Background: an optimization exercise with open tools, aiming at small area, a short achievable clock period and few clock cycles. Do not read the settings as production practice.
The RTL was checked by simulation tests, not by an equivalence proof against the original design.
Power figures rest on the tool's default switching activity, not on a simulated workload.

==> job 8815 <==
Design riscv, start of the top module:
module riscv (input  logic        clk, clr,
              input  logic [31:0] RD_instr, RD_data,
              output logic [31:0] PCF,
              output logic [31:0] ALUResultM, WriteDataM,
              output logic        MemWriteM,
              output logic [3:0]  byteEnable);
==> flow/config.mk <==
export PLATFORM = sky130hd
export DESIGN_NAME = riscv
export DESIGN_NICKNAME = riscv
export VERILOG_FILES = /design/flow/design.v
export SDC_FILE = /design/flow/constraint.sdc
export NUM_CORES = 8
export LEC_CHECK = 0
export CAP_MARGIN = 20
export CORE_MARGIN = 2
export CORE_UTILIZATION = 45
export SLEW_MARGIN = 20
export SYNTH_HIERARCHICAL = 1
==> flow/constraint.sdc <==
create_clock -name core_clock -period 12.0 [get_ports {clk}]
set_input_delay 2.4000 -clock core_clock [delete_from_list [all_inputs] [get_ports {clk}]]
set_output_delay 2.4000 -clock core_clock [all_outputs]
set_load 0.01 [all_outputs]
standard.sh (not shown) runs the stock make flow with config.mk's settings and CLKGATE_MAP_FILE= SYNTH_SCRIPT=/design/flow/synth_recipe.tcl, a recipe that flattens the netlist after the stock synthesis.
==> flow/flow/run.sh <==
#!/bin/bash
set -euo pipefail
R=orfs/results/sky130hd/riscv/base
DU="sky130_fd_sc_hd__probe_p_8 sky130_fd_sc_hd__probec_p_8 sky130_fd_sc_hd__lpflow_bleeder_1 sky130_fd_sc_hd__lpflow_clkbufkapwr_1 sky130_fd_sc_hd__lpflow_clkbufkapwr_16 sky130_fd_sc_hd__lpflow_clkbufkapwr_2 sky130_fd_sc_hd__lpflow_clkbufkapwr_4 sky130_fd_sc_hd__lpflow_clkbufkapwr_8 sky130_fd_sc_hd__lpflow_clkinvkapwr_1 sky130_fd_sc_hd__lpflow_clkinvkapwr_16 sky130_fd_sc_hd__lpflow_clkinvkapwr_2 sky130_fd_sc_hd__lpflow_clkinvkapwr_4 sky130_fd_sc_hd__lpflow_clkinvkapwr_8 sky130_fd_sc_hd__lpflow_decapkapwr_12 sky130_fd_sc_hd__lpflow_decapkapwr_3 sky130_fd_sc_hd__lpflow_decapkapwr_4 sky130_fd_sc_hd__lpflow_decapkapwr_6 sky130_fd_sc_hd__lpflow_decapkapwr_8 sky130_fd_sc_hd__lpflow_inputiso0n_1 sky130_fd_sc_hd__lpflow_inputiso0p_1 sky130_fd_sc_hd__lpflow_inputiso1n_1 sky130_fd_sc_hd__lpflow_inputiso1p_1 sky130_fd_sc_hd__lpflow_inputisolatch_1 sky130_fd_sc_hd__lpflow_isobufsrc_1 sky130_fd_sc_hd__lpflow_isobufsrc_16 sky130_fd_sc_hd__lpflow_isobufsrc_2 sky130_fd_sc_hd__lpflow_isobufsrc_4 sky130_fd_sc_hd__lpflow_isobufsrc_8 sky130_fd_sc_hd__lpflow_isobufsrckapwr_16 sky130_fd_sc_hd__lpflow_lsbuf_lh_hl_isowell_tap_1 sky130_fd_sc_hd__lpflow_lsbuf_lh_hl_isowell_tap_2 sky130_fd_sc_hd__lpflow_lsbuf_lh_hl_isowell_tap_4 sky130_fd_sc_hd__lpflow_lsbuf_lh_isowell_4 sky130_fd_sc_hd__lpflow_lsbuf_lh_isowell_tap_1 sky130_fd_sc_hd__lpflow_lsbuf_lh_isowell_tap_2 sky130_fd_sc_hd__lpflow_lsbuf_lh_isowell_tap_4 sky130_fd_sc_hd__clkdlybuf4s* sky130_fd_sc_hd__dlygate4sd* sky130_fd_sc_hd__dlymetal6s* sky130_fd_sc_hd__a2111oi_0 sky130_fd_sc_hd__a21boi_0 sky130_fd_sc_hd__and2_0 sky130_fd_sc_hd__einvn_0 sky130_fd_sc_hd__o21ai_0 sky130_fd_sc_hd__o311ai_0 sky130_fd_sc_hd__or2_0"

bash standard.sh synth > std_synth.log 2>&1
cp $R/1_2_yosys.v std_1_2_yosys.v
cp orfs/logs/sky130hd/riscv/base/1_2_yosys.log std_1_2_yosys.log

sed "s|SYNTH_SCRIPT=[^ ]*|SYNTH_SCRIPT=$PWD/flow/synth_split.tcl|" standard.sh > split.sh
rm -f $R/1_2_yosys.v $R/1_2_yosys.sdc $R/1_synth.odb $R/1_synth.sdc
bash split.sh "DONT_USE_CELLS=$DU" synth > split_synth.log 2>&1
python3 flow/regcheck.py std_1_2_yosys.v $R/1_2_yosys.v > regcheck.log 2>&1

bash split.sh SETUP_SLACK_MARGIN=7.5 "DONT_USE_CELLS=$DU" finish > layout.log 2>&1
==> flow/flow/synth_split.tcl <==
# The standard synthesis script (synth_recipe.tcl), except that technology mapping with ABC
# runs per module: the small gate modules (aoi222, aoi22, rdmux32, booth_digit) with ORFS's speed
# script, which maps each small module to few complex cells, and every other module with ORFS's area
# script.  Registers are mapped before ABC runs, so they are the standard synthesis's.
proc synth {args} { yosys synth -nofsm -noshare {*}$args }
proc abc {args} {
  set speed_mods {aoi222 aoi22 rdmux32 booth_digit}
  set base [list]
  set skip 0
  foreach a $args {
    if {$skip} { set skip 0; continue }
    if {$a eq "-script"} { set skip 1; continue }
    lappend base $a
  }
  set sd $::env(SCRIPTS_DIR)
  yosys abc -script $sd/abc_speed.script {*}$base {*}$speed_mods
  set rest [list *]
  foreach m $speed_mods { lappend rest $m %d }
  yosys abc -script $sd/abc_area.script {*}$base {*}$rest
}
source $::env(SCRIPTS_DIR)/synth.tcl
# left out here: clear keep_hierarchy, flatten, clean up, hide names made inside functions, write 1_2_yosys.v
Other scripts of this flow, unchanged in this note and not shown: flow/flow/regcheck.py
==> inputs of job 208, as changes to job 8815 <==
--- a/flow/design.v
+++ b/flow/design.v
@@ -12,14 +12,20 @@
             aoi222 u (.a0(sel[3*t]), .b0(d[3*t]), .a1(sel[3*t+1]), .b1(d[3*t+1]),
                       .a2(sel[3*t+2]), .b2(d[3*t+2]), .y(n[t]));
         end
     endgenerate
     aoi22 u_last (.a0(sel[30]), .b0(d[30]), .a1(sel[31]), .b1(d[31]), .y(n[10]));
     assign y = ~(&n);
 endmodule
+module rdsel (input logic [4:0] rs, input logic regw, input logic [4:0] rd,
+              input logic [31:1] wdec, output logic [31:0] sel);
+    assign sel[0] = regw & (rd == rs) & (rs != 5'd0);
+    always_comb
+        for (int k = 1; k < 32; k++) sel[k] = (rs == k) & ~wdec[k];
+endmodule
 module fa_cell (input logic a, b, c, output logic s, co);
   assign {co, s} = a + b + c;
 endmodule
 module ha_cell (input logic a, b, output logic s, co);
   assign {co, s} = a + b;
 endmodule
 module booth_digit (input logic [2:0] m, w, r, input logic fm, fw,
@@ -2017,32 +2023,29 @@
     genvar gi;
     generate
         for (gi = 1; gi < 32; gi = gi + 1) begin : g_rf
             always_ff @(posedge clk)
                 if (wdec[gi]) regs[gi] <= resW;
         end
     endgenerate
-    logic [31:0] sel1, sel2, r1F, r2F;
-    assign sel1[0] = regwW & (rdW == rs1F) & (rs1F != 5'd0);
-    assign sel2[0] = regwW & (rdW == rs2F) & (rs2F != 5'd0);
-    always_comb
-        for (int k = 1; k < 32; k++) begin
-            sel1[k] = (rs1F == k) & ~wdec[k];
-            sel2[k] = (rs2F == k) & ~wdec[k];
-        end
+    logic [31:0] sel1lo, sel1hi, sel2lo, sel2hi, r1F, r2F;
+    rdsel u_s1lo (.rs(rs1F), .regw(regwW), .rd(rdW), .wdec(wdec), .sel(sel1lo));
+    rdsel u_s1hi (.rs(rs1F), .regw(regwW), .rd(rdW), .wdec(wdec), .sel(sel1hi));
+    rdsel u_s2lo (.rs(rs2F), .regw(regwW), .rd(rdW), .wdec(wdec), .sel(sel2lo));
+    rdsel u_s2hi (.rs(rs2F), .regw(regwW), .rd(rdW), .wdec(wdec), .sel(sel2hi));
     genvar bi, ki;
     generate
         for (bi = 0; bi < 32; bi = bi + 1) begin : g_rd
             wire [31:0] col;
             assign col[0] = resW[bi];
             for (ki = 1; ki < 32; ki = ki + 1) begin : g_c
                 assign col[ki] = regs[ki][bi];
             end
-            rdmux32 u1 (.sel(sel1), .d(col), .y(r1F[bi]));
-            rdmux32 u2 (.sel(sel2), .d(col), .y(r2F[bi]));
+            rdmux32 u1 (.sel(bi < 16 ? sel1lo : sel1hi), .d(col), .y(r1F[bi]));
+            rdmux32 u2 (.sel(bi < 16 ? sel2lo : sel2hi), .d(col), .y(r2F[bi]));
         end
     endgenerate
     logic        regwE, isLdE, isMulE, isStE, isBrE, isJALRE, predE;
     logic        ldmulE;    
     logic [4:0]  rdE;
     logic [31:0] aE, bE, immE;
     logic [31:1] pcE;
==> flow/flow/run.sh (replaced) <==
#!/bin/bash
set -euo pipefail
R=orfs/results/sky130hd/riscv/base
DU="sky130_fd_sc_hd__probe_p_8 sky130_fd_sc_hd__probec_p_8 sky130_fd_sc_hd__lpflow_bleeder_1 sky130_fd_sc_hd__lpflow_clkbufkapwr_1 sky130_fd_sc_hd__lpflow_clkbufkapwr_16 sky130_fd_sc_hd__lpflow_clkbufkapwr_2 sky130_fd_sc_hd__lpflow_clkbufkapwr_4 sky130_fd_sc_hd__lpflow_clkbufkapwr_8 sky130_fd_sc_hd__lpflow_clkinvkapwr_1 sky130_fd_sc_hd__lpflow_clkinvkapwr_16 sky130_fd_sc_hd__lpflow_clkinvkapwr_2 sky130_fd_sc_hd__lpflow_clkinvkapwr_4 sky130_fd_sc_hd__lpflow_clkinvkapwr_8 sky130_fd_sc_hd__lpflow_decapkapwr_12 sky130_fd_sc_hd__lpflow_decapkapwr_3 sky130_fd_sc_hd__lpflow_decapkapwr_4 sky130_fd_sc_hd__lpflow_decapkapwr_6 sky130_fd_sc_hd__lpflow_decapkapwr_8 sky130_fd_sc_hd__lpflow_inputiso0n_1 sky130_fd_sc_hd__lpflow_inputiso0p_1 sky130_fd_sc_hd__lpflow_inputiso1n_1 sky130_fd_sc_hd__lpflow_inputiso1p_1 sky130_fd_sc_hd__lpflow_inputisolatch_1 sky130_fd_sc_hd__lpflow_isobufsrc_1 sky130_fd_sc_hd__lpflow_isobufsrc_16 sky130_fd_sc_hd__lpflow_isobufsrc_2 sky130_fd_sc_hd__lpflow_isobufsrc_4 sky130_fd_sc_hd__lpflow_isobufsrc_8 sky130_fd_sc_hd__lpflow_isobufsrckapwr_16 sky130_fd_sc_hd__lpflow_lsbuf_lh_hl_isowell_tap_1 sky130_fd_sc_hd__lpflow_lsbuf_lh_hl_isowell_tap_2 sky130_fd_sc_hd__lpflow_lsbuf_lh_hl_isowell_tap_4 sky130_fd_sc_hd__lpflow_lsbuf_lh_isowell_4 sky130_fd_sc_hd__lpflow_lsbuf_lh_isowell_tap_1 sky130_fd_sc_hd__lpflow_lsbuf_lh_isowell_tap_2 sky130_fd_sc_hd__lpflow_lsbuf_lh_isowell_tap_4 sky130_fd_sc_hd__clkdlybuf4s* sky130_fd_sc_hd__dlygate4sd* sky130_fd_sc_hd__dlymetal6s*"

bash standard.sh synth > std_synth.log 2>&1
cp $R/1_2_yosys.v std_1_2_yosys.v
cp orfs/logs/sky130hd/riscv/base/1_2_yosys.log std_1_2_yosys.log

sed "s|SYNTH_SCRIPT=[^ ]*|SYNTH_SCRIPT=$PWD/flow/synth_split.tcl|" standard.sh > split.sh
rm -f $R/1_2_yosys.v $R/1_2_yosys.sdc $R/1_synth.odb $R/1_synth.sdc
bash split.sh synth > split_synth.log 2>&1
python3 flow/regcheck.py std_1_2_yosys.v $R/1_2_yosys.v > regcheck.log 2>&1

bash split.sh SETUP_SLACK_MARGIN=7.5 "DONT_USE_CELLS=$DU" finish > layout.log 2>&1
--- a/flow/flow/synth_split.tcl
+++ b/flow/flow/synth_split.tcl
@@ -1,14 +1,14 @@
 # The standard synthesis script (synth_recipe.tcl), except that technology mapping with ABC
-# runs per module: the small gate modules (aoi222, aoi22, rdmux32, booth_digit) with ORFS's speed
+# runs per module: the small gate modules (aoi222, aoi22, rdmux32, booth_digit, rdsel) with ORFS's speed
 # script, which maps each small module to few complex cells, and every other module with ORFS's area
 # script.  Registers are mapped before ABC runs, so they are the standard synthesis's.
 proc synth {args} { yosys synth -nofsm -noshare {*}$args }
 proc abc {args} {
-  set speed_mods {aoi222 aoi22 rdmux32 booth_digit}
+  set speed_mods {aoi222 aoi22 rdmux32 booth_digit rdsel}
   set base [list]
   set skip 0
   foreach a $args {
     if {$skip} { set skip 0; continue }
     if {$a eq "-script"} { set skip 1; continue }
     lappend base $a
   }
==> inputs of job 5448, as changes to job 8815 <==
==> flow/flow/run.sh (replaced) <==
#!/bin/bash
set -euo pipefail
R=orfs/results/sky130hd/riscv/base
DU="sky130_fd_sc_hd__probe_p_8 sky130_fd_sc_hd__probec_p_8 sky130_fd_sc_hd__lpflow_bleeder_1 sky130_fd_sc_hd__lpflow_clkbufkapwr_1 sky130_fd_sc_hd__lpflow_clkbufkapwr_16 sky130_fd_sc_hd__lpflow_clkbufkapwr_2 sky130_fd_sc_hd__lpflow_clkbufkapwr_4 sky130_fd_sc_hd__lpflow_clkbufkapwr_8 sky130_fd_sc_hd__lpflow_clkinvkapwr_1 sky130_fd_sc_hd__lpflow_clkinvkapwr_16 sky130_fd_sc_hd__lpflow_clkinvkapwr_2 sky130_fd_sc_hd__lpflow_clkinvkapwr_4 sky130_fd_sc_hd__lpflow_clkinvkapwr_8 sky130_fd_sc_hd__lpflow_decapkapwr_12 sky130_fd_sc_hd__lpflow_decapkapwr_3 sky130_fd_sc_hd__lpflow_decapkapwr_4 sky130_fd_sc_hd__lpflow_decapkapwr_6 sky130_fd_sc_hd__lpflow_decapkapwr_8 sky130_fd_sc_hd__lpflow_inputiso0n_1 sky130_fd_sc_hd__lpflow_inputiso0p_1 sky130_fd_sc_hd__lpflow_inputiso1n_1 sky130_fd_sc_hd__lpflow_inputiso1p_1 sky130_fd_sc_hd__lpflow_inputisolatch_1 sky130_fd_sc_hd__lpflow_isobufsrc_1 sky130_fd_sc_hd__lpflow_isobufsrc_16 sky130_fd_sc_hd__lpflow_isobufsrc_2 sky130_fd_sc_hd__lpflow_isobufsrc_4 sky130_fd_sc_hd__lpflow_isobufsrc_8 sky130_fd_sc_hd__lpflow_isobufsrckapwr_16 sky130_fd_sc_hd__lpflow_lsbuf_lh_hl_isowell_tap_1 sky130_fd_sc_hd__lpflow_lsbuf_lh_hl_isowell_tap_2 sky130_fd_sc_hd__lpflow_lsbuf_lh_hl_isowell_tap_4 sky130_fd_sc_hd__lpflow_lsbuf_lh_isowell_4 sky130_fd_sc_hd__lpflow_lsbuf_lh_isowell_tap_1 sky130_fd_sc_hd__lpflow_lsbuf_lh_isowell_tap_2 sky130_fd_sc_hd__lpflow_lsbuf_lh_isowell_tap_4 sky130_fd_sc_hd__clkdlybuf4s* sky130_fd_sc_hd__dlygate4sd* sky130_fd_sc_hd__dlymetal6s*"

bash standard.sh synth > std_synth.log 2>&1
cp $R/1_2_yosys.v std_1_2_yosys.v
cp orfs/logs/sky130hd/riscv/base/1_2_yosys.log std_1_2_yosys.log

sed "s|SYNTH_SCRIPT=[^ ]*|SYNTH_SCRIPT=$PWD/flow/synth_split.tcl|" standard.sh > split.sh
rm -f $R/1_2_yosys.v $R/1_2_yosys.sdc $R/1_synth.odb $R/1_synth.sdc
bash split.sh synth > split_synth.log 2>&1
python3 flow/regcheck.py std_1_2_yosys.v $R/1_2_yosys.v > regcheck.log 2>&1

bash split.sh SETUP_SLACK_MARGIN=7.5 "DONT_USE_CELLS=$DU" finish > layout.log 2>&1
Settings changed: CORE_UTILIZATION 45 to 38.
==> comparison <==
Job 5448 finished clean. Job 8815 finished clean. Job 208 reached the layout checks and failed them: capacitance limit, slew limit. Power: job 208 is larger than job 5448 (about 0.65%). Of job 8815 and job 208, job 208 has the higher synthesized cell count (gap 1.4%, measured against job 208). Clock skew, highest first: job 5448, job 8815, job 208. Between job 5448 and job 8815, the lower maximum frequency is in job 8815 (gap about 9%, measured against job 8815). Against job 208, the worst hold slack of job 5448 is higher by 0.0088 ns.
==> figures <==
| item | job 8815 | job 5448 | job 208 |
|---|---|---|---|
| Max cap viols | 0 | 0 | 1 |
| RePlAce Congestion | 1.04 | 1.09 | 1.01 |
| Area of the die | 217,000 um2 | 256,000 um2 | 219,000 um2 |
| Number of multi-input combinational cells in the layout | 6,844 | 6,837 | 6,910 |
| Inverters | 704 | 718 | 766 |
| Switching power summed over all nets | 20.8 mW | 20.3 mW | 20.6 mW |
| Result of the run | timing/DRC/antenna clean | timing/DRC/antenna clean | failed layout checks |
| Violated checks | - | - | capacitance limit, slew limit |
| Fraction of final layout cells with drive strength greater than 1 | 14.5% | 14.8% | 14.8% |
| Sequential cell area in the final layout | 41,200 um2 | 41,200 um2 | 41,200 um2 |
| Routed WL per cell | 34.3 um | 33.7 um | 35.4 um |
| Post-synthesis average cell area | 10.1 um2 | 10.1 um2 | 10.0 um2 |
| Internal power | 18.7 mW | 19.0 mW | 19.0 mW |
Testbench counts of job 8815, summed over its fixed seeds: cycles 17,224.
Testbench counts of job 208, summed over its fixed seeds: cycles 17,224.
Testbench counts of job 5448, summed over its fixed seeds: cycles 17,224.

==> afterwards: timing with drivers on the ports <==
How much do the figures lean on ideal ports? The routed layouts below were timed once more, with nothing changed but the port constraints. Step 1, drivers: a clkbuf_16 drives clk and a buf_2 each remaining input, both assumed. Step 2 also shifts input and output timing later by t, the mid clock arrival at the registers, as if the neighbouring blocks saw the same clock. a / b / c = no drivers / after step 1 / after step 2; a / b = the first two.
run | t, ns | slack for setup (ns) | worst setup path at the end
job 8815 | 0.935 | 6.893 / 6.893 / 6.479 | input to register
job 208 | 0.962 | 6.646 / 6.646 / 6.504 | input to register
job 5448 | 0.942 | 7.302 / 7.302 / 6.462 | input to register
For job 5448, which loses most, drivers alone change the setup slack by 0.000 ns; drivers and shift together by -0.840 ns.
